Context: an optimization exercise on an open-source flow, tuned for small area and a short achievable clock period. The choices shown serve that exercise and are no tape-out recipe. Only simulation tests tie the RTL to the original design; equivalence was not proved. Power figures rest on the tool's default switching activity, not on a simulated workload.

$ cat run.sh
#!/bin/bash
# synth_recipe.tcl (not shown) runs the flow's synth.tcl, then flattens the netlist and writes it again
# the make line also repeats each setting of config.mk as NAME=value (left out here)
make -C /OpenROAD-flow-scripts/flow DESIGN_CONFIG=/design/flow/config.mk WORK_HOME=/design/flow/orfs CLKGATE_MAP_FILE= SYNTH_SCRIPT=/design/flow/synth_recipe.tcl finish
$ cat config.mk
export PLATFORM = sky130hd
export DESIGN_NAME = PPU_gen2
export DESIGN_NICKNAME = PPU_gen2
export VERILOG_FILES = /design/flow/design.v
export SDC_FILE = /design/flow/constraint.sdc
export NUM_CORES = 4
export LEC_CHECK = 0
export CAP_MARGIN = 20
export CORE_MARGIN = 2
export CORE_UTILIZATION = 40
export CTS_BUF_LIST = sky130_fd_sc_hd__clkbuf_16
export CTS_CLUSTER_DIAMETER = 80
export CTS_CLUSTER_SIZE = 24
export SETUP_SLACK_MARGIN = 5
export SLEW_MARGIN = 20
$ cat constraint.sdc
create_clock -name core_clock -period 10.0 [get_ports {clk_in}]
set_input_delay 2.0000 -clock core_clock [delete_from_list [all_inputs] [get_ports {clk_in}]]
set_output_delay 2.0000 -clock core_clock [all_outputs]
set_load 0.01 [all_outputs]
$ cat design.v
`timescale 1ns / 1ps
module PPU_gen2
(
    input wire[1:0] debug_in,
    input wire clk_in,				 
    input wire rst_in,				 
    input wire[2:0] ri_sel_in,		 
    input wire ri_ncs_in,			 
    input wire ri_r_nw_in,			 
    input wire[7:0] ri_d_in,		 
    input wire[7:0] vram_d_in,		 
    output wire[2:0] debug_out,
	output reg vde,
    output reg hsync_out,			 
    output reg vsync_out,			 
    output wire[1:0] r_out,          
    output wire[1:0] g_out,          
    output wire[1:0] b_out,          
    output wire[7:0] ri_d_out,       
    output wire nvbl_out,			 
    output wire[13:0] vram_a_out,	 
    output reg[7:0] vram_d_out,		 
    output reg vram_wr_out			 
);
    reg ri_address_inc;  
    reg next_ri_address_inc;
    reg ri_address_update, next_ri_address_update;   
    reg ri_inc_sel, next_ri_inc_sel;      
    reg ri_v_name, next_ri_v_name;
    reg[4:0] ri_v_tile, next_ri_v_tile;
    reg[2:0] ri_v_fine, next_ri_v_fine;  
    reg ri_h_name, next_ri_h_name;
    reg[2:0] ri_h_fine, next_ri_h_fine;
    reg[4:0] ri_h_tile, next_ri_h_tile;  
    reg ri_background_select, next_ri_background_select;   
    reg[7:0] ri_cpu_data_out, next_ri_cpu_data_out;  
    reg ri_sprite_height, next_ri_sprite_height;     
    reg ri_sprite_select, next_ri_sprite_select;     
    reg ri_vblank, next_ri_vblank;   
    reg ri_byte_sel, next_ri_byte_sel;   
    reg[7:0] ri_read_buf, next_ri_read_buf;     
    reg ri_read_buf_update, next_ri_read_buf_update;     
    reg[7:0] ri_oam_address, next_ri_oam_address;    
    reg ri_prev_ncs;     
    reg ri_prev_vblank;  
    reg[7:0] ri_oam_d;   
    reg ri_oam_wr;   
    reg ri_bg_enable, next_ri_bg_enable;    
    reg ri_spr_enable, next_ri_spr_enable;   
    reg ri_bg_clip_enable, next_ri_bg_clip_enable;  
    reg ri_spr_clip_enable, next_ri_spr_clip_enable;     
    reg ri_nmi_enable, next_ri_nmi_enable;   
    reg ri_pram_wr;  
    wire horiz_advance;
    wire vram_pal;       
    wire vblank;     
    wire ri_spr0_hit;
    wire ri_spr_overflow;
    wire[7:0] ri_oam_q;
    wire[7:0] ri_pram_q;
    assign debug_out = {ri_spr0_hit, ri_spr_enable, ri_bg_enable};
    always @(posedge clk_in or posedge rst_in)
    begin
        if (rst_in)
        begin
            ri_v_fine <= 3'h0;
            ri_v_tile <= 5'h00;
            ri_v_name <= 1'h0;
            ri_h_fine <= 3'h0;
            ri_h_tile <= 5'h00;
            ri_h_name <= 1'h0;
            ri_background_select <= 1'h0;
            ri_cpu_data_out <= 8'h00;
            ri_address_update <= 1'h0;
            ri_nmi_enable <= 1'h0;
            ri_sprite_height <= 1'h0;
            ri_sprite_select <= 1'h0;
            ri_inc_sel <= 1'h0;
            ri_spr_enable <= 1'h0;
            ri_bg_enable <= 1'h0;
            ri_spr_clip_enable <= 1'h0;
            ri_bg_clip_enable <= 1'h0;
            ri_vblank <= 1'h0;
            ri_byte_sel <= 1'h0;
            ri_read_buf <= 8'h00;
            ri_read_buf_update <= 1'h0;
            ri_oam_address <= 8'h00;
            ri_prev_ncs <= 1'h1;
            ri_prev_vblank <= 1'h0;
            ri_address_inc <= 1'b0;
        end
        else if(horiz_advance)
        begin
            ri_v_fine            <= next_ri_v_fine;
            ri_v_tile            <= next_ri_v_tile;
            ri_v_name             <= next_ri_v_name;
            ri_h_fine            <= next_ri_h_fine;
            ri_h_tile           <= next_ri_h_tile;
            ri_h_name             <= next_ri_h_name;
            ri_background_select             <= next_ri_background_select;
            ri_cpu_data_out     <= next_ri_cpu_data_out;
            ri_address_update <= next_ri_address_update;
            ri_nmi_enable       <= next_ri_nmi_enable;
            ri_sprite_height         <= next_ri_sprite_height;
            ri_sprite_select    <= next_ri_sprite_select;
            ri_inc_sel     <= next_ri_inc_sel;
            ri_spr_enable        <= next_ri_spr_enable;
            ri_bg_enable         <= next_ri_bg_enable;
            ri_spr_clip_enable   <= next_ri_spr_clip_enable;
            ri_bg_clip_enable    <= next_ri_bg_clip_enable;
            ri_vblank        <= next_ri_vblank;
            ri_byte_sel      <= next_ri_byte_sel;
            ri_read_buf        <= next_ri_read_buf;
            ri_read_buf_update        <= next_ri_read_buf_update;
            ri_oam_address     <= next_ri_oam_address;
            ri_prev_ncs        <= ri_ncs_in;
            ri_prev_vblank     <= vblank;
            ri_address_inc <= next_ri_address_inc;
        end
    end
    always @(*)
    begin
        next_ri_v_fine = ri_v_fine;
        next_ri_v_tile          = ri_v_tile;
        next_ri_v_name           = ri_v_name;
        next_ri_h_fine          = ri_h_fine;
        next_ri_h_tile          = ri_h_tile;
        next_ri_h_name           = ri_h_name;
        next_ri_background_select           = ri_background_select;
        next_ri_cpu_data_out   = ri_cpu_data_out;
        next_ri_nmi_enable     = ri_nmi_enable;
        next_ri_sprite_height       = ri_sprite_height;
        next_ri_sprite_select  = ri_sprite_select;
        next_ri_inc_sel   = ri_inc_sel;
        next_ri_spr_enable      = ri_spr_enable;
        next_ri_bg_enable       = ri_bg_enable;
        next_ri_spr_clip_enable = ri_spr_clip_enable;
        next_ri_bg_clip_enable  = ri_bg_clip_enable;
        next_ri_byte_sel    = ri_byte_sel;
        next_ri_oam_address   = ri_oam_address;
        vram_wr_out = 1'b0;
        vram_d_out  = 8'h00;
        ri_pram_wr = 1'b0;
        next_ri_address_inc = 1'b0;
        ri_oam_d  = 8'h00;
        ri_oam_wr = 1'b0;
        next_ri_read_buf_update = 1'b0;
        next_ri_address_update = 1'b0;
        next_ri_read_buf = (ri_read_buf_update) ? vram_d_in : ri_read_buf;
        if(~ri_prev_vblank & vblank)
            next_ri_vblank = 1'b1;
        else if(~vblank)
            next_ri_vblank = 1'b0;
        else
            next_ri_vblank = ri_vblank;
        if (ri_prev_ncs & ~ri_ncs_in)
        begin
            if (ri_r_nw_in)
            begin
                case (ri_sel_in)
                    3'h2:   
                    begin
                        next_ri_cpu_data_out = {ri_vblank, ri_spr0_hit, ri_spr_overflow, 5'b00000};
                        next_ri_byte_sel = 1'b0;
                        next_ri_vblank = 1'b0;
                    end
                    3'h4:   
                    begin
                        next_ri_cpu_data_out = ri_oam_q;
                    end
                    3'h7:   
                    begin
                        next_ri_cpu_data_out  = vram_pal ? ri_pram_q : ri_read_buf;
                        next_ri_read_buf_update = 1'b1;
                        next_ri_address_inc = 1'b1;
                    end
                    default: ;
                endcase
            end
            else
            begin
                case (ri_sel_in)
                    3'h0:   
                    begin
                        next_ri_nmi_enable = ri_d_in[7];
                        next_ri_sprite_height = ri_d_in[5];
                        next_ri_background_select = ri_d_in[4];
                        next_ri_sprite_select = ri_d_in[3];
                        next_ri_inc_sel  = ri_d_in[2];
                        next_ri_v_name = ri_d_in[1];
                        next_ri_h_name = ri_d_in[0];
                    end
                    3'h1:   
                    begin
                        next_ri_spr_enable = ri_d_in[4];
                        next_ri_bg_enable = ri_d_in[3];
                        next_ri_spr_clip_enable = ~ri_d_in[2];
                        next_ri_bg_clip_enable = ~ri_d_in[1];
                    end
                    3'h3:   
                    begin
                        next_ri_oam_address = ri_d_in;
                    end
                    3'h4:   
                    begin
                        ri_oam_d = ri_d_in;
                        ri_oam_wr = 1'b1;
                        next_ri_oam_address = ri_oam_address + 8'h01;
                    end
                    3'h5:   
                    begin
                        next_ri_byte_sel = ~ri_byte_sel;
                        if (~ri_byte_sel)
                        begin
                            next_ri_h_fine = ri_d_in[2:0];
                            next_ri_h_tile = ri_d_in[7:3];
                        end
                        else
                        begin
                            next_ri_v_fine = ri_d_in[2:0];
                            next_ri_v_tile = ri_d_in[7:3];
                        end
                    end
                    3'h6:   
                    begin
                        next_ri_byte_sel = ~ri_byte_sel;
                        if (~ri_byte_sel)
                        begin
                            next_ri_v_fine = {1'b0, ri_d_in[5:4]};
                            next_ri_v_name = ri_d_in[3];
                            next_ri_h_name = ri_d_in[2];
                            next_ri_v_tile[4:3] = ri_d_in[1:0];
                        end
                        else
                        begin
                            next_ri_v_tile[2:0] = ri_d_in[7:5];
                            next_ri_h_tile = ri_d_in[4:0];
                            next_ri_address_update = 1'b1;
                        end
                    end
                    3'h7:   
                    begin
                        if (vram_pal)
                            ri_pram_wr = 1'b1;
                        else
                            vram_wr_out = 1'b1;
                        vram_d_out = ri_d_in;
                        next_ri_address_inc = 1'b1;
                    end
                    default: ;
                endcase
            end
        end
    end
    assign ri_d_out = (~ri_ncs_in & ri_r_nw_in) ? ri_cpu_data_out : 8'h00;
    wire ri_spr_enable_nx = horiz_advance ? next_ri_spr_enable : ri_spr_enable;
    wire ri_bg_enable_nx = horiz_advance ? next_ri_bg_enable : ri_bg_enable;
    wire ri_background_select_nx = horiz_advance ? next_ri_background_select : ri_background_select;
    wire[7:0] ri_oam_address_nx = horiz_advance ? next_ri_oam_address : ri_oam_address;
    reg[9:0] vesa_col;	 
    reg[9:0] vesa_line;	 
    reg active_rows;
    reg active_render_area;
    reg active_draw_area;
    reg HSYNC;
    reg VSYNC;
    reg[2:0] horiz_scaler;
    wire col_last = (vesa_col == 10'd799);
    wire[9:0] vesa_col_nx = col_last ? 10'h00 : vesa_col + 10'h01;
    wire[9:0] vesa_line_nx = col_last ? ((vesa_line == 10'd524) ? 10'h00 : vesa_line + 10'h01) : vesa_line;
    wire active_rows_nx = (vesa_line == 10'h00) ? 1'b1 : (vesa_line == 10'd480) ? 1'b0 : active_rows;
    wire active_render_nx = (active_rows && vesa_col == 10'd777) ? 1'b1 : (vesa_col == 10'd637) ? 1'b0 : active_render_area;
    wire active_draw_nx = (active_rows && col_last) ? 1'b1 : (vesa_col == 10'd639) ? 1'b0 : active_draw_area;
    wire[2:0] horiz_scaler_nx = (horiz_scaler == 3'b100) ? 3'b000 : horiz_scaler + 3'b001;
    wire vblank_nx = ~(active_rows_nx | active_draw_nx);
    reg vblank_r;
    reg horiz_advance_r;
    always @(posedge clk_in or posedge rst_in)
    begin
        if(rst_in)
        begin
            vesa_col <= 0;
            vesa_line <= 0;
            active_rows <= 0;
            active_render_area <= 0;
            active_draw_area <= 0;
            horiz_scaler <= 0;
            HSYNC <= 1'b0;
            VSYNC <= 1'b0;
            vblank_r <= 1'b1;
            horiz_advance_r <= 1'b1;
        end
        else
        begin
            vesa_col <= vesa_col_nx;
            vesa_line <= vesa_line_nx;
            active_rows <= active_rows_nx;
            active_render_area <= active_render_nx;
            active_draw_area <= active_draw_nx;
            horiz_scaler <= horiz_scaler_nx;
            vblank_r <= vblank_nx;
            horiz_advance_r <= (horiz_scaler_nx == 3'b000) | (horiz_scaler_nx == 3'b010);
            if(vesa_col <= 10'd751 && vesa_col >= 10'd656)
                HSYNC <= 1'b0;
            else
                HSYNC <= 1'b1;
            if(vesa_line == 10'd491 || vesa_line == 10'd492)
                VSYNC <= 1'b0;
            else
                VSYNC <= 1'b1;
        end
    end
    assign horiz_advance = horiz_advance_r;
    assign vblank = vblank_r;    
    assign nvbl_out = ~(ri_vblank & ri_nmi_enable);
    reg[7:0] NES_col;
    reg[7:0] NES_row;
    reg vert_scaler;
    reg prev_active_rows;
    always @(posedge clk_in or posedge rst_in)
    begin
        if(rst_in)
        begin
            NES_col <= 0;
            NES_row <= 0;
            vert_scaler <= 0;
            prev_active_rows <= 1'b0;
        end
        else if(horiz_advance)
        begin
            if(active_render_area)
            begin
                NES_col <= NES_col + 8'd01;
                if(NES_col == 8'd255)
                begin
                    vert_scaler <= ~vert_scaler;
                    if(vert_scaler)
                    begin
                        if(NES_row == 8'd239)
                            NES_row <= 8'h00;
                        else
                            NES_row <= NES_row + 8'h01;
                    end
                end
            end
            else if(active_rows)
            begin
                NES_col <= 8'h00;
            end
            else
            begin
                NES_col <= 8'h00;
                NES_row <= 8'h00;
                vert_scaler <= 1'b0;
            end
            prev_active_rows <= active_rows;
        end
    end
    wire[7:0] NES_col_nx = ~horiz_advance ? NES_col : active_render_area ? NES_col + 8'd01 : 8'h00;
    reg v_name, next_v_name;     
    reg h_name, next_h_name;     
    reg[4:0] v_tile, next_v_tile;    
    reg[4:0] h_tile, next_h_tile;    
    reg[2:0] v_fine, next_v_fine;    
    reg[7:0] picture_address, next_picture_address;  
    reg[1:0] tile_attribute, next_tile_attribute;    
    reg[7:0] pattern_data0, next_pattern_data0;      
    reg[8:0] bg_shift3, next_bg_shift3;      
    reg[8:0] bg_shift2, next_bg_shift2;      
    reg[15:0] bg_shift1, next_bg_shift1;     
    reg[15:0] bg_shift0, next_bg_shift0;     
    reg[13:0] bg_vram_a;
    always @(posedge clk_in or posedge rst_in)
    begin
        if (rst_in)
        begin
            v_fine <= 3'h0;
            v_tile <= 5'h00;
            v_name <= 1'h0;
            h_tile <= 5'h00;
            h_name <= 1'h0;
            picture_address <= 8'h00;
            tile_attribute <= 2'h0;
            pattern_data0 <= 8'h00;
            bg_shift3 <= 9'h000;
            bg_shift2 <= 9'h000;
            bg_shift1 <= 16'h0000;
            bg_shift0 <= 16'h0000;
        end
        else if(horiz_advance)
        begin
            v_fine <= next_v_fine;
            v_tile <= next_v_tile;
            v_name <= next_v_name;
            h_tile <= next_h_tile;
            h_name <= next_h_name;
            picture_address <= next_picture_address;
            tile_attribute <= next_tile_attribute;
            pattern_data0 <= next_pattern_data0;
            bg_shift3 <= next_bg_shift3;
            bg_shift2 <= next_bg_shift2;
            bg_shift1 <= next_bg_shift1;
            bg_shift0 <= next_bg_shift0;
        end
    end
    reg update_v_count;  
    reg update_h_count;  
    reg inc_v_count;     
    reg inc_h_count;     
    always @(*)
    begin
        next_v_fine = v_fine;
        next_v_name = v_name;
        next_h_name  = h_name;
        next_v_tile = v_tile;
        next_h_tile = h_tile;
        if(ri_address_inc)
        begin
            if(ri_inc_sel)
                {next_v_fine, next_v_name, next_h_name, next_v_tile} = {v_fine, v_name, h_name, v_tile} + 10'h001;
            else
                {next_v_fine, next_v_name, next_h_name, next_v_tile, next_h_tile} = {v_fine, v_name, h_name, v_tile, h_tile} + 15'h0001;
        end
        else
        begin
            if(inc_v_count)
            begin
                if(v_fine == 3'b111 && v_tile == 5'b11101)
                begin
                    next_v_name = ~v_name;
                    next_v_tile = 5'h00;
                    next_v_fine = 3'h0;
                end
                else
                begin
                    {next_v_tile, next_v_fine} = {v_tile, v_fine} + 8'h01;
                end
            end
            if(inc_h_count)
            begin
                {next_h_name, next_h_tile} = {h_name, h_tile} + 6'h01;
            end
            if(update_v_count || ri_address_update)
            begin
                next_v_name  = ri_v_name;
                next_v_tile = ri_v_tile;
                next_v_fine = ri_v_fine;
            end
            if(update_h_count || ri_address_update)
            begin
                next_h_name  = ri_h_name;
                next_h_tile = ri_h_tile;
            end
        end
    end
    always @(*)
    begin
        next_picture_address = picture_address;
        next_tile_attribute = tile_attribute;
        next_pattern_data0 = pattern_data0;
        next_bg_shift3 = bg_shift3;
        next_bg_shift2 = bg_shift2;
        next_bg_shift1 = bg_shift1;
        next_bg_shift0 = bg_shift0;
        update_v_count = 1'b0;
        inc_v_count = 1'b0;
        update_h_count = 1'b0;
        inc_h_count = 1'b0;
        bg_vram_a = {v_fine[1:0], v_name, h_name, v_tile, h_tile};
        if(ri_bg_enable && active_rows && ~prev_active_rows)
        begin
            update_h_count = 1'b1;
            update_v_count = 1'b1;
        end
        if(ri_bg_enable && active_render_area)
        begin
            if(NES_col == 8'd255)    
            begin
                update_h_count = 1'b1;
                if(vert_scaler)     
                begin
                    if(NES_row == 8'd239)   
                        update_v_count = 1'b1;
                    else
                        inc_v_count = 1'b1;
                end
            end
            else if(NES_col[2:0] == 3'h7)
            begin
                inc_h_count = 1'b1;
            end
            next_bg_shift3 = {bg_shift3[8], bg_shift3[8:1]};
            next_bg_shift2 = {bg_shift2[8], bg_shift2[8:1]};
            next_bg_shift1 = {1'b0, bg_shift1[15:1]};
            next_bg_shift0 = {1'b0, bg_shift0[15:1]};
            if(NES_col[2:0] == 3'h7)
            begin
                next_bg_shift3[8]  = tile_attribute[1];
                next_bg_shift2[8]  = tile_attribute[0];
                next_bg_shift1[15] = vram_d_in[0];
                next_bg_shift1[14] = vram_d_in[1];
                next_bg_shift1[13] = vram_d_in[2];
                next_bg_shift1[12] = vram_d_in[3];
                next_bg_shift1[11] = vram_d_in[4];
                next_bg_shift1[10] = vram_d_in[5];
                next_bg_shift1[9] = vram_d_in[6];
                next_bg_shift1[8] = vram_d_in[7];
                next_bg_shift0[15] = pattern_data0[0];
                next_bg_shift0[14] = pattern_data0[1];
                next_bg_shift0[13] = pattern_data0[2];
                next_bg_shift0[12] = pattern_data0[3];
                next_bg_shift0[11] = pattern_data0[4];
                next_bg_shift0[10] = pattern_data0[5];
                next_bg_shift0[9] = pattern_data0[6];
                next_bg_shift0[8] = pattern_data0[7];
            end
            case (NES_col[2:0])
            3'd0:
                bg_vram_a = {2'b10, v_name, h_name, v_tile, h_tile};
            3'd1:
            begin
                bg_vram_a = {2'b10, v_name, h_name, v_tile, h_tile};
                next_picture_address = vram_d_in;
            end
            3'd2:
                bg_vram_a = {2'b10, v_name, h_name, 4'b1111, v_tile[4:2], h_tile[4:2]};
            3'd3:
            begin
                bg_vram_a = {2'b10, v_name, h_name, 4'b1111, v_tile[4:2], h_tile[4:2]};
                next_tile_attribute = vram_d_in >> {v_tile[1], h_tile[1], 1'b0};
            end
            3'd4:
                bg_vram_a = {1'b0, ri_background_select, picture_address, 1'b0, v_fine};
            3'd5:
            begin
                bg_vram_a = {1'b0, ri_background_select, picture_address, 1'b0, v_fine};
                next_pattern_data0 = vram_d_in;
            end
            3'd6:
                bg_vram_a = {1'b0, ri_background_select, picture_address, 1'b1, v_fine};
            3'd7:
            begin
                bg_vram_a = {1'b0, ri_background_select, picture_address, 1'b1, v_fine};
            end
            endcase
        end
    end
    wire v_name_nx = horiz_advance ? next_v_name : v_name;
    wire h_name_nx = horiz_advance ? next_h_name : h_name;
    wire[4:0] v_tile_nx = horiz_advance ? next_v_tile : v_tile;
    wire[4:0] h_tile_nx = horiz_advance ? next_h_tile : h_tile;
    wire[2:0] v_fine_nx = horiz_advance ? next_v_fine : v_fine;
    wire[7:0] picture_address_nx = horiz_advance ? next_picture_address : picture_address;
    reg[13:0] bg_vram_a_nx;
    always @(*)
    begin
        bg_vram_a_nx = {v_fine_nx[1:0], v_name_nx, h_name_nx, v_tile_nx, h_tile_nx};
        if(ri_bg_enable_nx && active_render_nx)
        begin
            case (NES_col_nx[2:1])
            2'd0: bg_vram_a_nx = {2'b10, v_name_nx, h_name_nx, v_tile_nx, h_tile_nx};
            2'd1: bg_vram_a_nx = {2'b10, v_name_nx, h_name_nx, 4'b1111, v_tile_nx[4:2], h_tile_nx[4:2]};
            2'd2: bg_vram_a_nx = {1'b0, ri_background_select_nx, picture_address_nx, 1'b0, v_fine_nx};
            2'd3: bg_vram_a_nx = {1'b0, ri_background_select_nx, picture_address_nx, 1'b1, v_fine_nx};
            endcase
        end
    end
    wire clip;
    wire clip_area;
    wire[3:0] bg_palette_index;
    assign clip_area = (NES_col < 8'd16) & (|NES_col[7:3]);  
    assign clip = ri_bg_clip_enable && clip_area;
    assign bg_palette_index = (~clip & ri_bg_enable & debug_in[0]) ? {bg_shift3[ri_h_fine], bg_shift2[ri_h_fine], bg_shift1[ri_h_fine], bg_shift0[ri_h_fine]} : 4'h0;
    wire[7:0] OAM_d;
    reg[7:0] OAM_q;
    wire OAM_wren;
    reg[7:0] m_OAM[255:0];
    reg[15:0] OAM_sel_hi;
    reg[15:0] OAM_sel_lo;
    reg[7:0] OAM_grp[15:0];
    reg[7:0] OAM_rd;
    integer oi, oj;
    always @(*)
    begin
        for(oi = 0; oi < 16; oi = oi + 1)
        begin
            OAM_grp[oi] = 8'h00;
            for(oj = 0; oj < 16; oj = oj + 1)
                OAM_grp[oi] = OAM_grp[oi] | (m_OAM[oi * 16 + oj] & {8{OAM_sel_lo[oj]}});
        end
        OAM_rd = 8'h00;
        for(oi = 0; oi < 16; oi = oi + 1)
            OAM_rd = OAM_rd | (OAM_grp[oi] & {8{OAM_sel_hi[oi]}});
    end
    wire[15:0] OAM_wr_hi = OAM_sel_hi & {16{OAM_wren}};
    always @(posedge clk_in)
    begin
        OAM_q <= OAM_wren ? OAM_d : OAM_rd;
        for(oi = 0; oi < 256; oi = oi + 1)
            if(OAM_wr_hi[oi >> 4] & OAM_sel_lo[oi & 15])
                m_OAM[oi] <= OAM_d;
    end
    wire[4:0] sec_OAM_a;
    wire[7:0] sec_OAM_d;
    wire[7:0] sec_OAM_q;
    wire sec_OAM_wren;
    reg[3:0] m_sec_y[7:0];
    reg[7:0] m_sec_tile[7:0];
    reg[4:0] m_sec_attr[7:0];
    reg[7:0] m_sec_x[7:0];
    reg[4:0] sec_attr_q;
    always @(posedge clk_in)
    begin
        if(sec_OAM_wren)
        begin
            case(sec_OAM_a[1:0])
                2'b00: m_sec_y[sec_OAM_a[4:2]] <= sec_OAM_d[3:0];
                2'b01: m_sec_tile[sec_OAM_a[4:2]] <= sec_OAM_d;
                2'b10: m_sec_attr[sec_OAM_a[4:2]] <= {sec_OAM_d[7:5], sec_OAM_d[1:0]};
                2'b11: m_sec_x[sec_OAM_a[4:2]] <= sec_OAM_d;
            endcase
        end
    end
    always @(*)
        sec_attr_q = m_sec_attr[sec_OAM_a[4:2]];
    assign sec_OAM_q = (sec_OAM_a[1:0] == 2'b00) ? {4'h0, m_sec_y[sec_OAM_a[4:2]]} :
                       (sec_OAM_a[1:0] == 2'b01) ? m_sec_tile[sec_OAM_a[4:2]] :
                       (sec_OAM_a[1:0] == 2'b10) ? {sec_attr_q[4:2], 3'b000, sec_attr_q[1:0]} :
                       m_sec_x[sec_OAM_a[4:2]];
    reg[3:0] state;
    localparam[3:0]
		S_IDLE = 4'h0,
		S_CLEAR = 4'h1,
		S_EVALUATE = 4'h2,
		S_EVALUATE_NOP = 4'h3,
		S_LOAD_NOP = 4'h4,
		S_LOAD_REGS = 4'h5,
		S_FETCH_NOP = 4'h6,
		S_FETCH_PATTERN_LOW = 4'h7,
		S_FETCH_PATTERN_HIGH = 4'h8;
    reg[7:0] OAM_address;
    reg[5:0] sec_OAM_address;
    reg gate_sec_OAM;
    reg sec_OAM_write;
    reg[12:0] spr_vram_a;
    reg[3:0] spr_row;
    reg spr_v_invert;
    reg spr_h_invert;
    reg spr_primary_exists;  
    reg sprite_overflow;
    reg[1:0] spr_timer;
    reg[7:0] OAM_address_nx;
    reg[12:0] spr_vram_a_nx;
    wire[8:0] spr_y_compare;
    wire spr_in_range;
    wire spr_timer_nz;
    assign spr_y_compare = NES_row + ~OAM_q + {7'h0, vert_scaler};
    assign sec_OAM_d = ((sec_OAM_address[1:0] == 2'b00) ? spr_y_compare[7:0] : OAM_q) | {8{~gate_sec_OAM}};   
    assign spr_in_range = (~|spr_y_compare[8:4]) & (~spr_y_compare[3] | ri_sprite_height);
    assign spr_timer_nz = |spr_timer;
    assign sec_OAM_wren = sec_OAM_write;
    assign sec_OAM_a = sec_OAM_address[4:0];
    wire OAM_cpu_nx = vblank_nx | ~ri_spr_enable_nx;
    reg OAM_cpu_r;
    wire[7:0] OAM_a_nx = OAM_cpu_nx ? ri_oam_address_nx : OAM_address_nx;
    always @(posedge clk_in or posedge rst_in)
    begin
        if(rst_in)
        begin
            OAM_cpu_r <= 1'b1;
            OAM_sel_hi <= 16'h0001;
            OAM_sel_lo <= 16'h0001;
        end
        else
        begin
            OAM_cpu_r <= OAM_cpu_nx;
            OAM_sel_hi <= 16'h0001 << OAM_a_nx[7:4];
            OAM_sel_lo <= 16'h0001 << OAM_a_nx[3:0];
        end
    end
    assign OAM_wren = OAM_cpu_r ? ri_oam_wr : 1'b0;
    assign OAM_d = ri_d_in;     
    assign ri_oam_q = OAM_q;
    assign ri_spr_overflow = sprite_overflow;
    always @(posedge clk_in or posedge rst_in)
    begin
        if(rst_in)
        begin
            state <= S_IDLE;
            OAM_address <= 8'h00;
            sec_OAM_address <= 6'h00;
            gate_sec_OAM <= 1'b0;
            sec_OAM_write <= 1'b0;
            spr_vram_a <= 13'h0000;
            sprite_overflow <= 1'b0;
            spr_timer <= 2'b00;
        end
        else
        begin
            OAM_address <= OAM_address_nx;
            spr_vram_a <= spr_vram_a_nx;
            if(active_rows && ~prev_active_rows)
                sprite_overflow <= 1'b0;
            if(spr_timer_nz)
                spr_timer <= spr_timer - 2'b01;
            case(state)
                S_IDLE:
                begin
                    sec_OAM_address <= 6'h00;
                    gate_sec_OAM <= 1'b0;
                    sec_OAM_write <= 1'b0;
                    if(active_render_area & ri_spr_enable)
                    begin
                        sec_OAM_write <= 1'b1;
                        state <= S_CLEAR;
                    end
                end
                S_CLEAR:
                begin
                    sec_OAM_address[4:0] <= sec_OAM_address[4:0] + 5'h01;
                    if(&sec_OAM_address[4:0])
                    begin
                        gate_sec_OAM <= 1'b1;
                        state <= S_EVALUATE;
                    end
                end
                S_EVALUATE:
                begin
                    sec_OAM_write <= 1'b0;
                    state <= S_EVALUATE_NOP;
                    if(spr_in_range | (|sec_OAM_address[1:0]))    
                    begin
                        sec_OAM_address <= sec_OAM_address[4:0] + 5'h01;
                    end
                    else     
                    begin
                    end
                    if(sec_OAM_address[5] && spr_in_range)
                    begin
                        sec_OAM_address <= 6'h00;
                        sprite_overflow <= 1'b1;
                        state <= S_LOAD_NOP;
                    end
                end
                S_EVALUATE_NOP:
                begin
                    sec_OAM_write <= ~sec_OAM_address[5];    
                    state <= S_EVALUATE;
                    if(OAM_address == 8'h00)     
                    begin
                        sec_OAM_write <= 1'b0;
                        sec_OAM_address <= 6'h00;
                        state <= S_LOAD_NOP;
                    end
                end
                S_LOAD_NOP:
                begin
                    if(~active_render_area)    
                        state <= S_LOAD_REGS;
                end
                S_LOAD_REGS:
                begin
                    case(sec_OAM_address[1:0])
                        2'b00:
                        begin
                            sec_OAM_address <= sec_OAM_address + 5'h01;
                            state <= S_LOAD_NOP;
                        end
                        2'b01:
                        begin
                            sec_OAM_address <= sec_OAM_address + 5'h01;
                            state <= S_LOAD_NOP;
                        end
                        2'b10:
                        begin
                            sec_OAM_address <= sec_OAM_address + 5'h01;
                            state <= S_LOAD_NOP;
                        end
                        2'b11:
                        begin
                            state <= S_FETCH_PATTERN_LOW;
                        end
                    endcase
                    spr_timer <= 2'h3;
                end
                S_FETCH_PATTERN_LOW:
                begin
                    if(~spr_timer_nz)
                    begin
                        spr_timer <= 2'h3;
                        state <= S_FETCH_PATTERN_HIGH;
                    end
                end
                S_FETCH_PATTERN_HIGH:
                begin
                    if(~spr_timer_nz)
                    begin
                        sec_OAM_address <= sec_OAM_address + 5'h01;
                        if(&sec_OAM_address[4:2])
                            state <= S_IDLE;
                        else
                            state <= S_LOAD_NOP;
                    end
                end
                default: ;
            endcase
        end
    end
    always @(*)
    begin
        OAM_address_nx = OAM_address;
        spr_vram_a_nx = spr_vram_a;
        case(state)
            S_IDLE:
                OAM_address_nx = 8'h00;
            S_EVALUATE:
                OAM_address_nx = (spr_in_range | (|sec_OAM_address[1:0])) ? OAM_address + 8'h01 : OAM_address + 8'h04;
            S_LOAD_REGS:
            begin
                case(sec_OAM_address[1:0])
                    2'b01:
                    begin
                        if(ri_sprite_height)
                            spr_vram_a_nx[12:5] = {sec_OAM_q[0], sec_OAM_q[7:1]};
                        else
                            spr_vram_a_nx[12:4] = {ri_sprite_select, sec_OAM_q[7:0]};
                    end
                    2'b11:
                    begin
                        if(ri_sprite_height)
                            spr_vram_a_nx[4] = spr_v_invert ^ spr_row[3];
                        spr_vram_a_nx[2:0] = {3{spr_v_invert}} ^ spr_row[2:0];
                    end
                    default: ;
                endcase
                spr_vram_a_nx[3] = 1'b0;
            end
            S_FETCH_PATTERN_LOW:
                if(~spr_timer_nz)
                    spr_vram_a_nx[3] = 1'b1;
            default: ;
        endcase
    end
    wire spr_shift_area = active_render_area & (|NES_row[7:0]);
    wire spr_fetch_low = (state == S_FETCH_PATTERN_LOW) & ~spr_timer_nz;
    wire spr_fetch_high = (state == S_FETCH_PATTERN_HIGH) & ~spr_timer_nz;
    wire spr_load_regs = (state == S_LOAD_REGS);
    wire[7:0] spr_pattern = spr_h_invert ? vram_d_in : {vram_d_in[0], vram_d_in[1], vram_d_in[2], vram_d_in[3], vram_d_in[4], vram_d_in[5], vram_d_in[6], vram_d_in[7]};
    wire[7:0] spr_bit_low;       
    wire[7:0] spr_bit_high;      
    wire[7:0] spr_pal0;          
    wire[7:0] spr_pal1;          
    wire[7:0] spr_prio;          
    genvar gk;
    generate
        for(gk = 0; gk < 8; gk = gk + 1)
        begin : g_spr
            reg[7:0] low_hi;     
            reg[7:0] low_lo;     
            reg[7:0] high_hi;    
            reg[7:0] high_lo;    
            reg[7:0] col;        
            reg[5:0] attr;       
            wire sel_k = (sec_OAM_address[4:2] == gk);
            wire shift_k = spr_shift_area & horiz_advance & ~(|col);
            always @(posedge clk_in or posedge rst_in)
            begin
                if(rst_in)
                begin
                    low_hi <= 8'h00;
                    high_hi <= 8'h00;
                end
                else
                begin
                    if(spr_fetch_low & sel_k)
                        low_hi <= spr_pattern;
                    else if(shift_k)
                        low_hi <= {1'b0, low_hi[7:1]};
                    if(spr_fetch_high & sel_k)
                        high_hi <= spr_pattern;
                    else if(shift_k)
                        high_hi <= {1'b0, high_hi[7:1]};
                end
            end
            always @(posedge clk_in)
            begin
                if(~spr_shift_area)
                begin
                    low_lo <= 8'h00;
                    high_lo <= 8'h00;
                end
                else if(shift_k)
                begin
                    low_lo <= {low_hi[0], low_lo[7:1]};
                    high_lo <= {high_hi[0], high_lo[7:1]};
                end
                if(spr_load_regs & (sec_OAM_address[1:0] == 2'b11) & sel_k)
                    col <= sec_OAM_q;    
                else if(spr_shift_area & horiz_advance & (|col))
                    col <= col - 8'h01;
                if(spr_load_regs & (sec_OAM_address[1:0] == 2'b10) & sel_k)
                    attr <= sec_OAM_q[5:0];    
            end
            assign spr_bit_low[gk] = low_lo[0];
            assign spr_bit_high[gk] = high_lo[0];
            assign spr_pal0[gk] = attr[0];
            assign spr_pal1[gk] = attr[1];
            assign spr_prio[gk] = attr[5];
        end
    endgenerate
    always @(posedge clk_in)
    begin
        if(spr_load_regs & (sec_OAM_address[1:0] == 2'b00))
            spr_row <= sec_OAM_q[3:0];   
        if(spr_load_regs & (sec_OAM_address[1:0] == 2'b10))
        begin
            spr_v_invert <= sec_OAM_q[7];
            spr_h_invert <= sec_OAM_q[6];
        end
        if((state == S_EVALUATE) & ~(|sec_OAM_address[5:2]))
            spr_primary_exists <= spr_in_range | (|sec_OAM_address[1:0]);
    end
    wire[3:0] spr_palette_index;
    wire spr_priority;
    wire spr_primary;
    assign spr_palette_index = (!(ri_spr_enable & debug_in[1]) || (ri_spr_clip_enable & clip_area)) ? 4'h0 : 
        (spr_bit_high[0] | spr_bit_low[0]) ? {spr_pal1[0], spr_pal0[0], spr_bit_high[0], spr_bit_low[0]} : 
        (spr_bit_high[1] | spr_bit_low[1]) ? {spr_pal1[1], spr_pal0[1], spr_bit_high[1], spr_bit_low[1]} : 
        (spr_bit_high[2] | spr_bit_low[2]) ? {spr_pal1[2], spr_pal0[2], spr_bit_high[2], spr_bit_low[2]} : 
        (spr_bit_high[3] | spr_bit_low[3]) ? {spr_pal1[3], spr_pal0[3], spr_bit_high[3], spr_bit_low[3]} : 
        (spr_bit_high[4] | spr_bit_low[4]) ? {spr_pal1[4], spr_pal0[4], spr_bit_high[4], spr_bit_low[4]} : 
        (spr_bit_high[5] | spr_bit_low[5]) ? {spr_pal1[5], spr_pal0[5], spr_bit_high[5], spr_bit_low[5]} : 
        (spr_bit_high[6] | spr_bit_low[6]) ? {spr_pal1[6], spr_pal0[6], spr_bit_high[6], spr_bit_low[6]} : 
        (spr_bit_high[7] | spr_bit_low[7]) ? {spr_pal1[7], spr_pal0[7], spr_bit_high[7], spr_bit_low[7]} : 4'h0;
    assign spr_priority = (!(ri_spr_enable & debug_in[1]) || (ri_spr_clip_enable & clip_area)) ? 1'b0 : 
        (spr_bit_high[0] | spr_bit_low[0]) ? spr_prio[0] : 
        (spr_bit_high[1] | spr_bit_low[1]) ? spr_prio[1] : 
        (spr_bit_high[2] | spr_bit_low[2]) ? spr_prio[2] : 
        (spr_bit_high[3] | spr_bit_low[3]) ? spr_prio[3] : 
        (spr_bit_high[4] | spr_bit_low[4]) ? spr_prio[4] : 
        (spr_bit_high[5] | spr_bit_low[5]) ? spr_prio[5] : 
        (spr_bit_high[6] | spr_bit_low[6]) ? spr_prio[6] : 
        (spr_bit_high[7] | spr_bit_low[7]) ? spr_prio[7] : 1'b0;
    assign spr_primary = (!(ri_spr_enable & debug_in[1]) || (ri_spr_clip_enable & clip_area)) ? 1'b0 : 
        (spr_bit_high[0] | spr_bit_low[0]) ? spr_primary_exists : 1'b0;
    reg[5:0] palette_ram [31:0];   
    reg[4:0] pram_a_hold;    
    wire[5:0] pram_q;
    wire[4:0] pram_a;    
    wire[4:0] pram_address;  
    reg pram_cpu_r;
    always @(posedge clk_in or posedge rst_in)
    begin
        if(rst_in)
            pram_cpu_r <= 1'b1;
        else
            pram_cpu_r <= vblank_nx | ~(ri_spr_enable_nx | ri_bg_enable_nx);
    end
    assign pram_a = pram_cpu_r ? ((vram_a_out[4:0] & 5'h03) ? (vram_a_out[4:0]) : (vram_a_out[4:0] & 5'h0f)) : (pram_address);
    always @(posedge clk_in)
    begin
        pram_a_hold <= pram_a;
        if(ri_pram_wr && !(pram_a[4] && pram_a[1:0] == 2'b00))
            palette_ram[pram_a] <= ri_d_in[5:0];     
    end
    assign pram_q = (pram_a_hold[4] && pram_a_hold[1:0] == 2'b00) ? 6'h00 : palette_ram[pram_a_hold];
    assign ri_pram_q = {2'b00, pram_q};
    reg[5:0] rgb_reg;
    reg[5:0] rgb_buf;
    reg spr0_hit;
    wire spr_foreground;
    wire spr_trans;
    wire bg_trans;
    assign spr_foreground  = ~spr_priority;
    assign spr_trans       = ~(|spr_palette_index[1:0]);
    assign bg_trans        = ~(|bg_palette_index[1:0]);
    assign ri_spr0_hit = spr0_hit;
    always @(posedge clk_in or posedge rst_in)
    begin
        if (rst_in)
            spr0_hit <= 1'b0;
        else
        begin
            if(active_rows & ~prev_active_rows)
                spr0_hit <= 1'b0;
            else if(spr_primary && !spr_trans && !bg_trans)
                spr0_hit <= 1'b1;
        end
    end
    assign pram_address = ((spr_foreground || bg_trans) && !spr_trans) ? {1'b1, spr_palette_index} : (!bg_trans) ? {1'b0, bg_palette_index} : 5'h00;
    always @(posedge clk_in)
    begin
    	 case (pram_q)
            6'h00: rgb_reg <= 6'o25;
            6'h01: rgb_reg <= 6'o02;
            6'h02: rgb_reg <= 6'o03;
            6'h03: rgb_reg <= 6'o22;
            6'h04: rgb_reg <= 6'o41;
            6'h05: rgb_reg <= 6'o42;
            6'h06: rgb_reg <= 6'o44;
            6'h07: rgb_reg <= 6'o45;
            6'h08: rgb_reg <= 6'o24;
            6'h09: rgb_reg <= 6'o04;
            6'h0a: rgb_reg <= 6'o10;
            6'h0b: rgb_reg <= 6'o10;
            6'h0c: rgb_reg <= 6'o05;
            6'h0d: rgb_reg <= 6'o00;
            6'h0e: rgb_reg <= 6'o00;
            6'h0f: rgb_reg <= 6'o00;
            6'h10: rgb_reg <= 6'o52;
            6'h11: rgb_reg <= 6'o13;
            6'h12: rgb_reg <= 6'o07;
            6'h13: rgb_reg <= 6'o23;
            6'h14: rgb_reg <= 6'o43;
            6'h15: rgb_reg <= 6'o62;
            6'h16: rgb_reg <= 6'o60;
            6'h17: rgb_reg <= 6'o64;
            6'h18: rgb_reg <= 6'o44;
            6'h19: rgb_reg <= 6'o30;
            6'h1a: rgb_reg <= 6'o10;
            6'h1b: rgb_reg <= 6'o11;
            6'h1c: rgb_reg <= 6'o12;
            6'h1d: rgb_reg <= 6'o00;
            6'h1e: rgb_reg <= 6'o00;
            6'h1f: rgb_reg <= 6'o00;
            6'h20: rgb_reg <= 6'o77;
            6'h21: rgb_reg <= 6'o37;
            6'h22: rgb_reg <= 6'o33;
            6'h23: rgb_reg <= 6'o67;
            6'h24: rgb_reg <= 6'o63;
            6'h25: rgb_reg <= 6'o73;
            6'h26: rgb_reg <= 6'o70;
            6'h27: rgb_reg <= 6'o71;
            6'h28: rgb_reg <= 6'o74;
            6'h29: rgb_reg <= 6'o54;
            6'h2a: rgb_reg <= 6'o14;
            6'h2b: rgb_reg <= 6'o37;
            6'h2c: rgb_reg <= 6'o17;
            6'h2d: rgb_reg <= 6'o25;
            6'h2e: rgb_reg <= 6'o00;
            6'h2f: rgb_reg <= 6'o00;
            6'h30: rgb_reg <= 6'o77;
            6'h31: rgb_reg <= 6'o57;
            6'h32: rgb_reg <= 6'o53;
            6'h33: rgb_reg <= 6'o66;
            6'h34: rgb_reg <= 6'o46;
            6'h35: rgb_reg <= 6'o72;
            6'h36: rgb_reg <= 6'o74;
            6'h37: rgb_reg <= 6'o75;
            6'h38: rgb_reg <= 6'o76;
            6'h39: rgb_reg <= 6'o55;
            6'h3a: rgb_reg <= 6'o35;
            6'h3b: rgb_reg <= 6'o37;
            6'h3c: rgb_reg <= 6'o57;
            6'h3d: rgb_reg <= 6'o52;
            6'h3e: rgb_reg <= 6'o00;
            6'h3f: rgb_reg <= 6'o00;
        endcase
    end
    always @(posedge clk_in or posedge rst_in)
    begin
        if(rst_in)
        begin
            rgb_buf <= 6'h00;
			vde <= 1'b0;
            hsync_out <= 1'b0;
            vsync_out <= 1'b0;
        end
        else
        begin
            if(~active_draw_area | (~ri_spr_enable & ~ri_bg_enable))
                rgb_buf <= 6'h00;
            else
                rgb_buf <= rgb_reg;
			vde <= active_draw_area;
            hsync_out <= HSYNC;
            vsync_out <= VSYNC;
        end
    end
    assign {r_out, g_out, b_out} = rgb_buf;
    reg[13:0] vram_a_r;
    always @(posedge clk_in or posedge rst_in)
    begin
        if(rst_in)
            vram_a_r <= 14'h0000;
        else
            vram_a_r <= (ri_spr_enable_nx && ~active_render_nx && ~vblank_nx) ? {1'b0, spr_vram_a_nx} : bg_vram_a_nx;
    end
    assign vram_a_out = vram_a_r;
    assign vram_pal = (vram_a_r[13:8] == 6'h3F);
endmodule
==> results.sh, run 1 <==
export IMPL_n_fill_cell=26500
export IMPL_post_place_ws_ps=3490
export IMPL_largest_register="m_OAM"
export IMPL_postSynthCellCount=8112
export IMPL_skew_ps=113
export IMPL_rr_startpoint="g_spr[6].high_lo[0]$_SDFFE_PN0P_"
export IMPL_clock_latency_ps=930
export IMPL_ctsLongestPathBuffers=4
export IMPL_p_leak_nw=44.2
export IMPL_crit_start="ri_sel_in[0]"
export IMPL_synth_flop_cell="edfxtp_1"
export IMPL_worstMarginPinSlew_ps=1130
export IMPL_place_area_um2=127000
export IMPL_overflow=0
export IMPL_layout_commonest_cell="edfxtp_1"
export IMPL_ant_nets=0
export IMPL_maxSlewHeadroom_pct=23.9
export IMPL_syn_to_final_growth_pct=8.36
export IMPL_rsz0062_at_grt="yes"
export IMPL_finalMaxSlewViolations=0
export IMPL_h_tree_depth=4
export IMPL_gp_congestion=0.898
export IMPL_vias=73800
export IMPL_fin_crit_ps=5000
export IMPL_start_util_pct=40.2
export IMPL_io_pins=69
export IMPL_postSynthAreaPerCell_um2=15.0
export IMPL_asyncSetResetFlopFracSynth_pct=13.3
export IMPL_grt_use_total_pct=21.6
export IMPL_grt_pass1_wl_um=498000
export IMPL_cts_root_buf="clkbuf_16"
export IMPL_status="finished clean"
export IMPL_tns_ps=0
export IMPL_routed_wl_um=342000
export IMPL_largest_reg_flops=2048
export IMPL_fin_area_um2=132000
export IMPL_synth_seq_cells=3093
export IMPL_wl_per_cell_um=28.4
export IMPL_ir_worst_vdd_mv=0.127
export IMPL_hold_viol=0
export IMPL_cts_tree="built"
export IMPL_core_area_um2=303000
export IMPL_row_count=202
export IMPL_dp_cells=11800
export IMPL_grt_max_degree=174
export IMPL_via_per_inst=6.13
export IMPL_setup_slack_ps=5000
export IMPL_synth_edf_count=2535
export IMPL_max_freq_ghz=0.200
export IMPL_worst_ep_arrival_time_ps=3000
export IMPL_final_cells=12000
export IMPL_first_global_vias=70600
export IMPL_cts_made_buffers=160
export IMPL_ys_seq_area_share_pct=73.5
export IMPL_min_from="VSYNC$_DFF_PP0_"
export IMPL_layout_common_cells="edfxtp_1 (2,535), nand2_1 (666), a22o_1 (424)"
export IMPL_drc_errors=0
export IMPL_firstDrtPassIters=8
export IMPL_maxCapViolCount=0
export IMPL_nets=8059
export IMPL_cts_clk_slew_worst_paths_ps=100
export IMPL_drtIter0Drc=10200
export IMPL_reg_largest_list="m_OAM x2048, palette_ram x192"
export IMPL_p_per_area_nw_per_um2=176
export IMPL_finalCritPeriodShare_pct=50.0
export IMPL_path_max_fanout=7
export IMPL_syn_area_um2=122000
export IMPL_place_hpwl_um=209000
export IMPL_clock_sinks=3093
export IMPL_die_h_um=555
export IMPL_antenna_found_initial=16
export IMPL_drive_gt1_share_pct=7.82
export IMPL_synth_cell_types=105
export IMPL_hold_path_class="reg -> reg"
export IMPL_worstSetupPathType="in -> out"
export IMPL_yosysWarnings=3
export IMPL_endpoint_kind="output pin"
export IMPL_die_w_um=555
export IMPL_die_area_um2=308000
export IMPL_portBuffers=68
export IMPL_final_core_util_pct=43.5
export IMPL_finalSetupViolCount=0
export IMPL_cp_start_kind="primary input"
export IMPL_worstPathRequired_ps=8000
==> per-stage QoR <==
stage / total power [mW] / hold slack [ps]
final: 23.1 / 352
after global routing: 23.8 / 367
after CTS: 23.2 / 356
after detailed placement: 16.2 / 336
after global placement: 16.1 / 334
after floorplan: 15.3 / 331
==> Yosys cell counts, drive strengths merged (159+ instances only) <==
cell type / number / share of area (%)
clkbuf: 423 / 1.3
and3: 282 / 1.5
nor2: 374 / 1.2
a21oi: 253 / 1.0
dfrtp: 404 / 8.3
nand4: 159 / 0.82
edfxtp: 2535 / 63
a22o: 424 / 3.1
nand2: 666 / 2.1
mux2i: 210 / 1.7
a221oi: 422 / 3.0
a22oi: 295 / 1.8
o21ai: 347 / 1.4
==> power breakdown <==
| part | internal, mW | switching (mW) |
|---|---|---|
| Combinational | 0.546 | 1.15 |
| Clock | 3.07 | 4.17 |
| Sequential | 14.0 | 0.196 |
==> worst max-delay path, stage by stage <==
cell and delay, ps:
buf_8 80, buf_12 90, nand3_4 110, nor3_4 230, buf_4 150, buf_4 90, and2_1 120, buf_2 130
==> final cells by class <==
cell class | count | area (um2) | share of cell area (%)
Sequential cell | 3093 | 89400 | 67.9
Multi-Input combinational cell | 4380 | 30100 | 22.8
Tap cell | 3978 | 4980 | 3.78
Clock buffer | 164 | 4100 | 3.11
Timing Repair Buffer | 223 | 2170 | 1.65
Clock inverter | 77 | 587 | 0.445
Inverter | 107 | 405 | 0.308
Antenna cell | 4 | 10.0 | 0.00760
==> layer usage <==
layer	up-vias	share of wire (%)	GRT usage [%]
met5	-	0.0079	0
met4	4	2.5	5.23
met3	432	10	4.00
met2	4130	46	33.3
met1	37700	42	31.5
li1	31500	-	-
==> worst paths after layout <==
check	slack, ps	endpoint	cells past startpoint
setup / recovery	5000	vram_d_out[4]	8
hold / removal	350	vsync_out$_DFF_PP0_	0
setup reg to reg	5450	palette_ram[0][2]$_DFFE_PP_	9
hold reg to reg	350	vsync_out$_DFF_PP0_	0
max in group asynchronous	6620	OAM_sel_lo[9]$_DFF_PP0_	4
min in group asynchronous	1720	bg_shift1[7]$_DFFE_PP0P_	3
==> kinds of logic after synthesis <==
group | Yosys count | share of synthesized area [%]
buf+inv | 662 | 2.11
other cells | 1 | 0.00308
compound gates | 1999 | 12.1
simple gates | 1865 | 7.42
xor+xnor | 76 | 0.547
flops | 3093 | 73.5
mux | 347 | 3.60
fa+ha+maj | 69 | 0.722
==> what timing repair did <==
action                                  CTS  global route
endpoints found under the setup margin   90            59
setup buffers                             7             3
pin swaps                                 2             2
hold buffers                              0             0
cloned                                    1             0
gates resized for setup                  75            23
==> run 2: changes to the inputs <==
--- a/config.mk
+++ b/config.mk
@@ -9,7 +9,7 @@
 export CORE_MARGIN = 2
 export CORE_UTILIZATION = 40
-export CTS_BUF_LIST = sky130_fd_sc_hd__clkbuf_16
-export CTS_CLUSTER_DIAMETER = 80
-export CTS_CLUSTER_SIZE = 24
+export CTS_BUF_LIST = sky130_fd_sc_hd__clkbuf_8
+export CTS_CLUSTER_DIAMETER = 60
+export CTS_CLUSTER_SIZE = 16
 export SETUP_SLACK_MARGIN = 5
 export SLEW_MARGIN = 20
==> results.sh, run 2 <==
export IMPL_status="finished clean"
export IMPL_p_per_area_nw_per_um2=172
export IMPL_synth_top_area_share_pct=62.6
export IMPL_routed_wl_um=344000
export IMPL_worstPathRequired_ps=8000
export IMPL_n_fill_cell=26500
export IMPL_multi_input_area_um2=30100
export IMPL_row_count=202
export IMPL_synth_top_cells_by_count="edfxtp_1 (2,535), nand2_1 (666), a22o_1 (424), a221oi_1 (422), clkbuf_1 (422)"
export IMPL_p_leak_nw=44.0
export IMPL_yosysWarnings=3
export IMPL_layout_commonest_cell="edfxtp_1"
export IMPL_power_total_mw=22.6
export IMPL_die_h_um=555
export IMPL_place_hpwl_um=209000
export IMPL_antenna_found_initial=14
export IMPL_largest_reg_flops=2048
export IMPL_maxSlewHeadroom_pct=19.4
export IMPL_vias=74100
export IMPL_finalMaxSlewViolations=0
export IMPL_syn_area_um2=122000
export IMPL_syn_to_final_growth_pct=7.95
export IMPL_worst_ep_arrival_time_ps=2980
export IMPL_first_global_vias=71400
export IMPL_portBuffers=68
export IMPL_synth_largest_area_cell="edfxtp_1"
export IMPL_post_place_ws_ps=3490
export IMPL_endpoint_kind="output pin"
export IMPL_crit_path_top_delay_cell="nor3_4"
export IMPL_nets=8135
export IMPL_setup_slack_ps=5020
export IMPL_h_tree_depth=4
export IMPL_ant_nets=0
export IMPL_via_per_inst=6.10
export IMPL_drc_errors=0
export IMPL_crit_path_frequent_cell="buf_4"
export IMPL_fin_crit_ps=4980
export IMPL_asyncSetResetFlopFracSynth_pct=13.3
export IMPL_path_max_fanout=7
export IMPL_synth_seq_cells=3093
export IMPL_ctsLongestPathBuffers=4
export IMPL_io_pins=69
export IMPL_die_w_um=555
export IMPL_skew_ps=209
export IMPL_max_freq_ghz=0.201
export IMPL_crit_chain="buf_4 -> buf_12 -> nand3_4 -> nor3_4 -> buf_4 -> and2_1 -> clkbuf_2"
export IMPL_cts_made_buffers=238
export IMPL_die_area_um2=308000
export IMPL_drtIter0Drc=10400
export IMPL_start_util_pct=40.2
export IMPL_regArea_um2=89400
export IMPL_postSynthCellCount=8112
export IMPL_worstMarginPinSlew_ps=1210
export IMPL_synth_flop_cell="edfxtp_1"
export IMPL_gp_congestion=0.898
export IMPL_maxCapViolCount=0
export IMPL_ys_seq_area_share_pct=73.5
export IMPL_postSynthAreaPerCell_um2=15.0
export IMPL_overflow=0
export IMPL_core_area_um2=303000
export IMPL_cts_tree="built"
export IMPL_cpPeakStageDelay_ps=240
export IMPL_ir_worst_vdd_mv=0.127
export IMPL_hold_path_class="reg -> reg"
export IMPL_cts_clk_slew_worst_paths_ps=90
export IMPL_tns_ps=0
export IMPL_post_synth_top_count_cell="edfxtp_1"
export IMPL_grt_pass1_wl_um=501000
export IMPL_drive_gt1_share_pct=8.96
export IMPL_synth_cell_types=105
export IMPL_firstDrtPassIters=7
export IMPL_finalCritPeriodShare_pct=49.8
export IMPL_clock_sinks=3093
export IMPL_rsz0062_at_grt="yes"
export IMPL_cp_start_kind="primary input"
export IMPL_grt_max_degree=174
export IMPL_largest_register="m_OAM"
export IMPL_clock_latency_ps=1140
export IMPL_worstSetupPathType="in -> out"
export IMPL_cts_root_buf="clkbuf_8"
export IMPL_layout_common_cells="edfxtp_1 (2,535), nand2_1 (666), a22o_1 (424)"
export IMPL_grt_use_total_pct=21.7
export IMPL_reg_largest_list="m_OAM x2048, palette_ram x192"
export IMPL_synth_edf_count=2535
export IMPL_finalSetupViolCount=0
export IMPL_synth_area_leaders="edfxtp_1 (63%), dfrtp_1 (8.3%), a22o_1 (3.1%), a221oi_1 (3.0%), dfxtp_1 (2.4%)"
export IMPL_hold_viol=0
export IMPL_wl_per_cell_um=28.3
## run 2: cell types whose count changed in the layout (fill, tap and decap cells not counted), moves of 2 or more
cell,change
inv_1,+10
inv_16,-2
nor4_1,+2
clkinv_4,+10
clkinv_2,+4
clkbuf_16,-164
inv_6,+4
clkinvlp_4,+11
bufinv_16,+5
clkinv_8,-5
clkbuf_8,+246
buf_12,-3
## run 2: area by class of cell
cell class / instances / share of cell area, %
flip-flops and latches: 3093 / 68.1
diodes: 4 / 0.00762
inverters: 107 / 0.309
clock buffers: 246 / 2.58
well taps: 3978 / 3.79
multi-input cells: 4380 / 22.9
clock inverters: 112 / 0.661
repair buffers: 221 / 1.62
## run 2: metrics by stage
step,utilization (%),hold slack (ps),instances,cell area [um2]
finish,43.4,314,12100,131000
global route,43.4,310,12100,131000
CTS,43.3,292,12100,131000
detailed placement,41.8,336,11800,127000
global placement,41.8,334,11800,127000
floorplan,-,331,8135,122000
## run 2: per-layer routing
metal / vias to the layer above / GRT usage, % / routed length (um)
met4: 10 / 5.57 / 9290
met5: - / 0 / 69
li1: 31700 / - / -
met2: 4055 / 33.3 / 156000
met3: 554 / 4.23 / 34300
met1: 37800 / 31.5 / 144000
## run 2: critical path: cells and delay by family
kind | cells | cell delay [ps]
and+or+nand+nor | 3 | 460
buffers and inverters | 4 | 510
## run 2: cells by family (layout without fill, tap and decap cells)
group / count (synthesis) / in the layout / synth area share [%]
AO/OA/AOI/OAI: 1999 / 1999 / 12.1
XOR/XNOR: 76 / 76 / 0.547
adder cells (fa/ha/maj): 69 / 69 / 0.722
buffers and inverters: 662 / 686 / 2.11
flip-flops: 3093 / 3093 / 73.5
multiplexers: 347 / 347 / 3.60
other: 1 / 28 / 0.00308
AND/OR/NAND/NOR: 1865 / 1865 / 7.42
## run 2: path summary, 6_finish.rpt
check                      depth (start not counted)                          end                             start  slack (ps)
setup / recovery                                   7                vram_d_out[0]                      ri_sel_in[0]        5020
hold / removal                                     0          vsync_out$_DFF_PP0_                   VSYNC$_DFF_PP0_         310
setup reg to reg                                   9  palette_ram[2][0]$_DFFE_PP_  g_spr[6].high_lo[0]$_SDFFE_PN0P_        5510
hold reg to reg                                    0          vsync_out$_DFF_PP0_                   VSYNC$_DFF_PP0_         310
max in group asynchronous                          4      OAM_sel_lo[1]$_DFF_PP0_                            rst_in        6800
min in group asynchronous                          3     bg_shift1[7]$_DFFE_PP0P_                            rst_in        1540
## run 2: where the power goes
part	leakage (nW)	switching (mW)	internal (mW)	total, mW
Combinational	12.1	1.16	0.545	1.70
Clock	2.31	4.24	2.47	6.71
Sequential	29.6	0.196	14.0	14.2
Total	44.0	5.59	17.0	22.6
## run 2: repair_timing
| item | CTS | global route |
|---|---|---|
| endpoints found under the setup margin | 23 | 16 |
| cloned | 1 | 0 |
| resized for setup | 73 | 8 |
| setup buffers | 7 | 0 |
| hold buffers | 0 | 0 |
| pin swaps | 2 | 1 |
==> run 3: changes to the inputs <==
--- a/design.v
+++ b/design.v
@@ -944,5 +944,5 @@
     assign spr_primary = (!(ri_spr_enable & debug_in[1]) || (ri_spr_clip_enable & clip_area)) ? 1'b0 : 
         (spr_bit_high[0] | spr_bit_low[0]) ? spr_primary_exists : 1'b0;
-    reg[5:0] palette_ram [31:0];   
+    wire[191:0] palette_ram;   
     reg[4:0] pram_a_hold;    
     wire[5:0] pram_q;
@@ -959,10 +959,24 @@
     assign pram_a = pram_cpu_r ? ((vram_a_out[4:0] & 5'h03) ? (vram_a_out[4:0]) : (vram_a_out[4:0] & 5'h0f)) : (pram_address);
     always @(posedge clk_in)
-    begin
         pram_a_hold <= pram_a;
-        if(ri_pram_wr && !(pram_a[4] && pram_a[1:0] == 2'b00))
-            palette_ram[pram_a] <= ri_d_in[5:0];     
-    end
-    assign pram_q = (pram_a_hold[4] && pram_a_hold[1:0] == 2'b00) ? 6'h00 : palette_ram[pram_a_hold];
+    genvar gp;
+    generate
+        for(gp = 0; gp < 32; gp = gp + 1)
+        begin : g_pal
+            if((gp >= 16) && (gp % 4 == 0))
+            begin : g_none
+                assign palette_ram[gp * 6 +: 6] = 6'h00;
+            end
+            else
+            begin : g_entry
+                reg[5:0] entry;
+                always @(posedge clk_in)
+                    if(ri_pram_wr && (pram_a == gp))
+                        entry <= ri_d_in[5:0];     
+                assign palette_ram[gp * 6 +: 6] = entry;
+            end
+        end
+    endgenerate
+    assign pram_q = palette_ram[pram_a_hold * 6 +: 6];
     assign ri_pram_q = {2'b00, pram_q};
     reg[5:0] rgb_reg;
==> results.sh, run 3 <==
export IMPL_yosysWarnings=3
export IMPL_start_util_pct=40.1
export IMPL_synth_area_leaders="edfxtp_1 (62%), dfrtp_1 (8.3%), a22oi_1 (3.0%), dfxtp_1 (2.4%), a221oi_1 (2.3%)"
export IMPL_maxCapViolCount=0
export IMPL_die_h_um=554
export IMPL_power_total_mw=23.4
export IMPL_synth_flop_cell="edfxtp_1"
export IMPL_cts_hold_fix_buffers=0
export IMPL_worstPathRequired_ps=8000
export IMPL_die_area_um2=307000
export IMPL_synth_edf_count=2511
export IMPL_grt_max_degree=170
export IMPL_cts_clk_slew_worst_paths_ps=100
export IMPL_finalSetupViolCount=0
export IMPL_use_met2_pct=33.6
export IMPL_postSynthAreaPerCell_um2=14.8
export IMPL_reg2reg_slack_ps=5280
export IMPL_firstDrtPassIters=8
export IMPL_die_w_um=554
export IMPL_grtUsageMet1_pct=31.3
export IMPL_worstMarginPinSlew_ps=1280
export IMPL_synth_top_area_share_pct=62.2
export IMPL_ant_nets=0
export IMPL_h_tree_depth=4
export IMPL_p_leak_nw=43.7
export IMPL_fin_area_um2=131000
export IMPL_first_global_vias=72300
export IMPL_synth_cell_types=117
export IMPL_drc_errors=0
export IMPL_synth_largest_area_cell="edfxtp_1"
export IMPL_core_area_um2=302000
export IMPL_io_pins=69
export IMPL_syn_to_final_growth_pct=8.26
export IMPL_layout_common_cells="edfxtp_1 (2,511), nand2_1 (711), a22oi_1 (490)"
export IMPL_layout_commonest_cell="edfxtp_1"
export IMPL_finalMaxSlewViolations=0
export IMPL_rsz0062_at_grt="no"
export IMPL_ir_worst_vdd_mv=0.119
export IMPL_routed_wl_um=347000
export IMPL_cp_num_buf_inv=3
export IMPL_status="finished clean"
export IMPL_postSynthCellCount=8193
export IMPL_worstSetupPathType="in -> out"
export IMPL_antenna_found_initial=12
export IMPL_grt_busiest_layer="met2"
export IMPL_reg2regPathDepth=8
export IMPL_drive_gt1_share_pct=9.21
export IMPL_place_area_um2=126000
export IMPL_syn_area_um2=121000
export IMPL_holdPathStages=0
export IMPL_cts_root_buf="clkbuf_8"
export IMPL_drtIter0Drc=10800
export IMPL_via_per_inst=6.12
export IMPL_crit_family="simple AND/OR/NAND/NOR gates"
export IMPL_synth_seq_cells=3069
export IMPL_asyncSetResetFlopFracSynth_pct=13.4
export IMPL_use_met3_pct=4.50
export IMPL_crit_chain="buf_2 -> nand2b_4 -> nor3_4 -> buf_6 -> and2_1 -> clkbuf_2"
export IMPL_hold_path_class="reg -> reg"
export IMPL_crit_path_top_delay_cell="nor3_4"
export IMPL_grt_pass1_wl_um=504000
export IMPL_largest_reg_flops=2048
export IMPL_cp_start_kind="primary input"
export IMPL_reg2reg_to="g_pal[23].g_entry.entry[2]$_DFFE_PP_"
export IMPL_n_fill_cell=26700
export IMPL_hold_viol=0
export IMPL_grt_use_total_pct=21.9
export IMPL_skew_ps=117
export IMPL_ctsLongestPathBuffers=4
export IMPL_largest_register="m_OAM"
export IMPL_p_per_area_nw_per_um2=178
export IMPL_worst_ep_arrival_time_ps=2930
export IMPL_maxSlewHeadroom_pct=14.0
export IMPL_ys_seq_area_share_pct=73.1
export IMPL_rr_startpoint="g_spr[1].high_lo[0]$_SDFFE_PN0P_"
export IMPL_finalCritPeriodShare_pct=49.3
export IMPL_fin_crit_ps=4930
export IMPL_synth_top_cells_by_count="edfxtp_1 (2,511), nand2_1 (712), a22oi_1 (490), o21ai_0 (430), clkbuf_1 (421)"
export IMPL_tns_ps=0
export IMPL_wl_per_cell_um=28.4
export IMPL_post_synth_top_count_cell="edfxtp_1"
export IMPL_min_to="hsync_out$_DFF_PP0_"
export IMPL_portBuffers=68
export IMPL_cts_made_buffers=244
export IMPL_place_hpwl_um=212000
export IMPL_path_max_fanout=6
export IMPL_nets=8211
export IMPL_reg_largest_list="m_OAM x2048, g_pal.g_entry.entry x168"
export IMPL_min_from="HSYNC$_DFF_PP0_"
export IMPL_vias=74900
export IMPL_holdWs_ps=364
export IMPL_cts_tree="built"
export IMPL_clock_latency_ps=1110
export IMPL_endpoint_kind="output pin"
export IMPL_overflow=0
export IMPL_max_freq_ghz=0.203
export IMPL_row_count=202
export IMPL_clock_sinks=3069
export IMPL_gp_congestion=0.909
export IMPL_cpPeakStageDelay_ps=200
-- run 3: cell count changes in the layout (fill, tap and decap cells not counted), moves of 44 or more --
| cell | previous run | this run |
|---|---|---|
| a21oi_1 | 250 | 183 |
| a221oi_1 | 422 | 320 |
| a22o_1 | 424 | 309 |
| a22oi_1 | 295 | 490 |
| nand2_1 | 666 | 711 |
| nand3_1 | 104 | 162 |
| nor2_1 | 371 | 327 |
| o21ai_0 | 325 | 414 |
-- run 3: what timing repair did --
item / CTS / global route
pin swaps: 3 / 2
cloned: 2 / 0
setup endpoints to repair: 102 / 8
buffers inserted: 9 / 2
resized for setup: 67 / 8
-- run 3: stage by stage --
step	cells	utilization, %	setup WS, ps
after floorplan	8193	-	2470
after global placement	11800	41.8	3280
after CTS	12200	43.4	5000
final	12200	43.4	5070
after detailed placement	11800	41.8	3260
after global routing	12200	43.4	4990
-- run 3: cells by family after synthesis --
| kind of cell | share of synthesized area (%) |
|---|---|
| AO/OA/AOI/OAI | 12.1 |
| XOR/XNOR | 0.535 |
| adder cells (fa/ha/maj) | 0.725 |
| buffers and inverters | 2.19 |
| flip-flops | 73.1 |
| multiplexers | 3.34 |
| AND/OR/NAND/NOR | 7.94 |
-- run 3: per-layer routing --
metal | vias to the layer above | wire (um)
met5 | - | 51
met4 | 8 | 10100
met3 | 557 | 36200
met2 | 4383 | 157000
met1 | 38000 | 143000
li1 | 31900 | -
-- run 3: worst reg2reg max path: stages (launching register included) --
cell      delay (ps)
dfxtp_1          370
nor4_1           950
and4_1           320
o21ai_0          360
a31o_1           380
nor3b_4          300
a221o_1          330
nand2b_1         330
nor4_1           960
-- run 3: power by group --
part | switching (mW) | internal (mW)
Combinational | 1.52 | 0.719
Sequential | 0.229 | 13.9
Clock | 4.31 | 2.73
-- run 3: cell type report --
class,instances,area [um2],area share (%)
multi-input cells,4446,30100,23.0
flip-flops and latches,3069,88700,67.6
clock buffers,249,3430,2.61
clock inverters,131,1250,0.956
diodes,7,17.5,0.0134
inverters,117,450,0.343
well taps,3978,4980,3.79
repair buffers,239,2270,1.73
-- run 3: how the worst max path moves through the flow --
stage,depth (start not counted),from,slack (ps),end
3_3_place_gp,5,ri_sel_in[2],3280,vram_wr_out
5_1_grt,6,ri_ncs_in,4990,vram_wr_out
2_1_floorplan,1,rst_in,2470,HSYNC$_DFF_PP0_
6_report,6,ri_ncs_in,5070,vram_d_out[6]
3_5_place_dp,5,ri_sel_in[2],3260,vram_d_out[6]
4_1_cts,4,ri_r_nw_in,5000,ri_d_out[7]

## afterwards: timing with drivers on the ports
The results above use ideal ports. As a check the final layouts listed here were re-extracted and re-timed, cells and wires unchanged. Step 1 sets driving cells, clkbuf_16 on the clock port and buf_2 on the other inputs (assumed; they add their load-dependent delay and slew). Step 2 adds t to the input delays and takes it off the output delays; t is the mean of the earliest and latest rising clock arrival at the registers after step 1. Input paths then give back, and output paths get back, about the clock's delay inside the block. Slacks: no drivers / after step 1 / after step 2; pairs: no drivers / after step 1.
| run | shift t [ns] | slack for setup (ns) | latest minus earliest clock arrival (ns) | slew at the worst register clock pin (ns) |
|---|---|---|---|---|
| run 1 | 0.954 | 4.999 / 4.938 / 4.154 | 0.150 / 0.150 | 0.10 / 0.10 |
| run 2 | 1.139 | 5.016 / 4.979 / 4.170 | 0.220 / 0.221 | 0.11 / 0.11 |
| run 3 | 1.153 | 5.065 / 4.762 / 4.162 | 0.137 / 0.137 | 0.12 / 0.12 |
After both steps every run listed still meets setup and hold. For run 3, which loses most, drivers alone change the setup slack by -0.303 ns; drivers and shift together by -0.903 ns.
